Background: an optimization exercise with open tools, aiming at small area. Do not read the settings as production practice. The RTL was checked by simulation tests, not by an equivalence proof against the original design.

## the reference run
==> module alu16, before the edit <==
module alu16 (input logic [15:0] a, b, input logic [4:0] func, input logic f3in,
              input logic md_v, input logic [15:0] md_res,
              output logic [5:0] flagsout, output logic [15:0] y);
  logic is_logic, is_as, is_sub, is_rev, is_cmp;
  assign is_logic = func[4];
  assign is_as  = (func[4:1] == 4'b0000);
  assign is_sub = is_as & func[0];
  assign is_rev = (func == 5'b00101);
  assign is_cmp = (func == 5'b01000);
  logic [16:0] sum;
  logic [15:0] bx;
  assign bx = b ^ {16{func[0]}};
  always_comb begin
    logic c;
    c = f3in ^ func[0];
    for (int i = 0; i < 16; i++) begin
      sum[i] = a[i] ^ bx[i] ^ c;
      c = (a[i] & bx[i]) | (a[i] & c) | (bx[i] & c);
    end
    sum[16] = c;
  end
  logic [15:0] lg;
  always_comb
    for (int i = 0; i < 16; i++) lg[i] = func[{a[i], b[i]}];
  logic cmp_eq, cmp_lt;
  assign cmp_lt = (a[15:1] == 15'd0);
  assign cmp_eq = (a[15:2] == 14'd0) & a[1] & ~a[0];
  assign y = ({16{is_logic}} & lg)
           | ({16{is_as & ~md_v}} & sum[15:0])
           | ({16{md_v}}     & md_res)
           | ({16{is_rev}}   & {b[7:0], b[15:8]});
  assign flagsout[5] = is_cmp & cmp_eq;
  assign flagsout[4] = is_as & (sum[16] ^ func[0]);
  assign flagsout[3] = 1'b0;
  assign flagsout[2] = 1'b0;
  assign flagsout[1] = is_cmp & ~cmp_eq & ~cmp_lt;
  assign flagsout[0] = is_cmp & cmp_lt;
endmodule
==> module ERM16_microprocessor, before the edit <==
module ERM16_microprocessor (input logic init,clk,input logic [15:0] DI,output logic [15:0] ADDR_BUS,DO,output logic wrmem,ioe,intreq);
  logic we3, rst, hlt, wrpc, pcen, prefix, jump, ch, ret, wrflags, seladdr, flagbit;
  logic [1:0] spc_b;
  logic [1:0] stwr;
  logic [4:0] func;
  logic [6:0]  q_ir;
  logic [8:0]  q_op;
  logic [15:0] RD1, RD2, a, b, imm, PC, A_ALU, B_ALU, y, WD3;
  logic bh;
  logic [2:0]  A1, A3;
  logic [5:0]  flags, flags_in;
  always_ff @(posedge clk) begin
    q_ir <= DI[15:9];
    q_op <= DI[8:0];
  end
  assign imm = {{10{q_op[5]}}, q_op[5:0]};
  assign A1  = ret ? 3'b111 : q_op[8:6];
  assign A3  = ch  ? 3'b111 : q_op[8:6];
  always_comb begin
    case (stwr)
      2'd1:    WD3 = imm;
      2'd2:    WD3 = b;
      2'd3:    WD3 = DI;
      default: WD3 = y;
    endcase
  end
  logic md_e, mul_e, sh_e;
  logic [15:0] boh, bin;
  logic b16e, bz;
  assign md_e  = (func == 5'b00010) | (func == 5'b00011) | (func == 5'b00100) | (func[4:1] == 4'b0011);
  assign mul_e = (func == 5'b00010) | (func == 5'b00110);
  assign sh_e  = (func[4:1] == 4'b0011);
  always_comb begin
    boh = 16'd0;
    if (B_ALU[15:4] == 12'd0) boh[B_ALU[3:0]] = 1'b1;
  end
  assign b16e = sh_e & (B_ALU == 16'd16);
  assign bin  = sh_e ? boh : B_ALU;
  logic v1, v2, m1, qs1, k1, a_stale, smul;
  logic [2:0] d1;
  logic [12:0] R;           
  logic [15:0] X;           
  logic [6:0]  rin0;
  logic [5:0]  abs;
  logic [15:10] qs;
  logic [12:0] rs;
  logic [3:0]  q3;
  logic [16:0] r3o;
  logic [15:0] mdres;
  assign smul = v1 ? m1 : mul_e;
  assign rin0 = v1 ? R[6:0] : 7'd0;
  assign abs  = v1 ? X[15:10] : a[15:10];
  mdu_rows #(6, 11)  mdus(.rin(rin0), .abit(abs), .b(bin), .b16(1'b0), .mul(smul), .q(qs), .rout(rs));
  mdu_rows #(12, 15) mdu3(.rin(R), .abit(X[15:12]), .b(b), .b16(bh), .mul(m1), .q(q3), .rout(r3o));
  always_ff @(posedge clk) begin
    v1 <= md_e;
    v2 <= v1 & ~rst;
    if (md_e) begin
      m1 <= mul_e; qs1 <= (func == 5'b00011) | (func == 5'b00111); k1 <= sh_e; d1 <= A3;
    end
    R <= rs;
    X <= {v1 ? X[9:0] : a[9:0], qs};
    a_stale <= (A1 == d1);
  end
  assign bz = (b == 16'd0);
  assign mdres = qs1 ? ((k1 & bz) ? 16'd0 : {X[11:0], q3}) : r3o[15:0];
  logic fwd1, rf_we;
  logic [2:0] rf_wa;
  logic [15:0] rf_wd;
  assign fwd1  = v2 & (A1 == d1);
  assign rf_we = (we3 & ~md_e) | v2;
  assign rf_wa = v2 ? d1 : A3;
  assign rf_wd = WD3;    
  reg_file regfile(.clk(clk), .rst(rst), .RA1(A1), .RA2(q_op[5:3]), .WA3(rf_wa), .WE3(rf_we), .WD3(rf_wd), .RD1(RD1), .RD2(RD2));
  always_ff @(posedge clk) begin
    if (rst) a <= 16'h0; else a <= fwd1 ? mdres : RD1;
    b <= (md_e | v1) ? bin : RD2;
    bh <= md_e ? b16e : bh;
  end
  assign A_ALU = wrflags ? a : PC;
  always_comb begin
    case (spc_b)
      2'd0:    B_ALU = b;
      2'd1:    B_ALU = imm;
      default: B_ALU = 16'd2;
    endcase
  end
  alu16 ALU(.a(A_ALU), .b(B_ALU), .func(func), .f3in(flags[3]), .md_v(v2), .md_res(mdres), .flagsout(flags_in), .y(y));
  always_ff @(posedge clk) begin
    if (rst) flags <= 6'h0;
    else if (wrflags) flags <= flags_in;
    else if (v2 & m1 & ~k1) flags[4] <= r3o[16];
    else if (v2 & m1 & k1) flags[3] <= r3o[16];
  end
  muxflags mux_Jcc(.DI(flags), .sel(jsel), .DO(flagbit));
  logic [2:0] jsel;
  always_ff @(posedge clk) begin
    if (rst) PC <= 16'h0;
    else if (pcen) PC <= jump ? (prefix ? imm : a) : y;
  end
  always_ff @(posedge clk) begin
    if (rst) ADDR_BUS <= 16'h0; else ADDR_BUS <= seladdr ? b : PC;
    if (rst) DO <= 16'h0; else if (!hlt) DO <= (v2 & a_stale) ? mdres : a;
  end
  control_unit cb(.opcode(q_ir), .clk(clk), .state_flag_bit(flagbit), .init(init),
    .wrmem(wrmem), .ioe(ioe), .intreq(intreq), .we3(we3), .rst(rst), .hlt(hlt), .wrpc(wrpc), .pcen(pcen),
    .prefix(prefix), .jump(jump), .ch(ch), .ret(ret), .wrflags(wrflags), .seladdr(seladdr),
    .jsel(jsel), .func(func), .stwr(stwr), .spc_b(spc_b));
endmodule
Settings: LEC_CHECK=0, ABC_AREA=1, CAP_MARGIN=20, CORE_MARGIN=2, CORE_UTILIZATION=40, CTS_BUF_LIST=sky130_fd_sc_hd__clkbuf_8, CTS_CLUSTER_DIAMETER=60, CTS_CLUSTER_SIZE=16, SLEW_MARGIN=20; clock period 30.0 ns.
standard.sh (not shown) runs the stock make flow with config.mk's settings and CLKGATE_MAP_FILE= SYNTH_SCRIPT=/design/flow/synth_recipe.tcl, a recipe that flattens the netlist after the stock synthesis.
==> flow/flow/run.sh <==
#!/bin/bash
# The standard layout (standard.sh, unchanged), with the input and output port buffers
# made from the smallest buffer cell instead of the flow's default. Every port still gets
# its own buffer. All of make's output goes to standard_flow.log in this folder.
set -euo pipefail
export BUFFER_PORTS_ARGS="-buffer_cell sky130_fd_sc_hd__buf_1"
bash standard.sh > standard_flow.log 2>&1
Modified inputs, the trial run compared to the reference run
--- a/flow/design.v
+++ b/flow/design.v
@@ -56,13 +56,13 @@
       c = (a[i] & bx[i]) | (a[i] & c) | (bx[i] & c);
     end
     sum[16] = c;
   end
   logic [15:0] lg;
   always_comb
-    for (int i = 0; i < 16; i++) lg[i] = func[{a[i], b[i]}];
+    for (int i = 0; i < 16; i++) lg[i] = b[i] ? (a[i] ? func[3] : func[1]) : (a[i] ? func[2] : func[0]);
   logic cmp_eq, cmp_lt;
   assign cmp_lt = (a[15:1] == 15'd0);
   assign cmp_eq = (a[15:2] == 14'd0) & a[1] & ~a[0];
   assign y = ({16{is_logic}} & lg)
            | ({16{is_as & ~md_v}} & sum[15:0])
            | ({16{md_v}}     & md_res)
@@ -257,16 +257,14 @@
   logic md_e, mul_e, sh_e;
   logic [15:0] boh, bin;
   logic b16e, bz;
   assign md_e  = (func == 5'b00010) | (func == 5'b00011) | (func == 5'b00100) | (func[4:1] == 4'b0011);
   assign mul_e = (func == 5'b00010) | (func == 5'b00110);
   assign sh_e  = (func[4:1] == 4'b0011);
-  always_comb begin
-    boh = 16'd0;
-    if (B_ALU[15:4] == 12'd0) boh[B_ALU[3:0]] = 1'b1;
-  end
+  always_comb
+    for (int i = 0; i < 16; i++) boh[i] = (B_ALU[15:4] == 12'd0) && (B_ALU[3:0] == 4'(i));
   assign b16e = sh_e & (B_ALU == 16'd16);
   assign bin  = sh_e ? boh : B_ALU;
   logic v1, v2, m1, qs1, k1, a_stale, smul;
   logic [2:0] d1;
   logic [12:0] R;           
   logic [15:0] X;           
--- outcome ---
- End point of the critical path = R[12]$_DFF_P_: the reference run; end point of the critical path = regfile.sram[3][4]$_DFFE_PP_: the trial run
- The lower final area came out of the reference run.
- Diff the reference run -> the trial run: logic depth of the worst register-to-register path shows a reduction of 23; fraction of area in multi-input gates +0.64 points; vias per cell now smaller.
- The reference run -> the trial run: gate count of the mapped netlist increased slightly

re-timing with driven ports:
The flow's constraints put no driver on any port. The routed layouts listed below were extracted and timed again, unchanged, in two steps.
Step 1, drivers: a clkbuf_16 drives clk and a buf_2 each remaining input, both assumed.
Step 2, shift: input delay + t, output delay - t, t = (earliest + latest rising clock arrival at the registers) / 2. This alone moves slack from input paths to output paths.
a / b / c = ideal ports / drivers / drivers and shift; a / b = the first two.
run	shift t [ns]	setup slack, ns	hold slack, ns	worst setup path after step 2	cell pins on the clock port's net
the reference run	0.697	1.900 / 1.900 / 1.900	0.475 / 0.475 / 0.475	register to register	1
the trial run	0.708	2.244 / 2.244 / 2.244	0.473 / 0.473 / 0.473	register to register	1
After both steps every run listed still meets setup and hold.
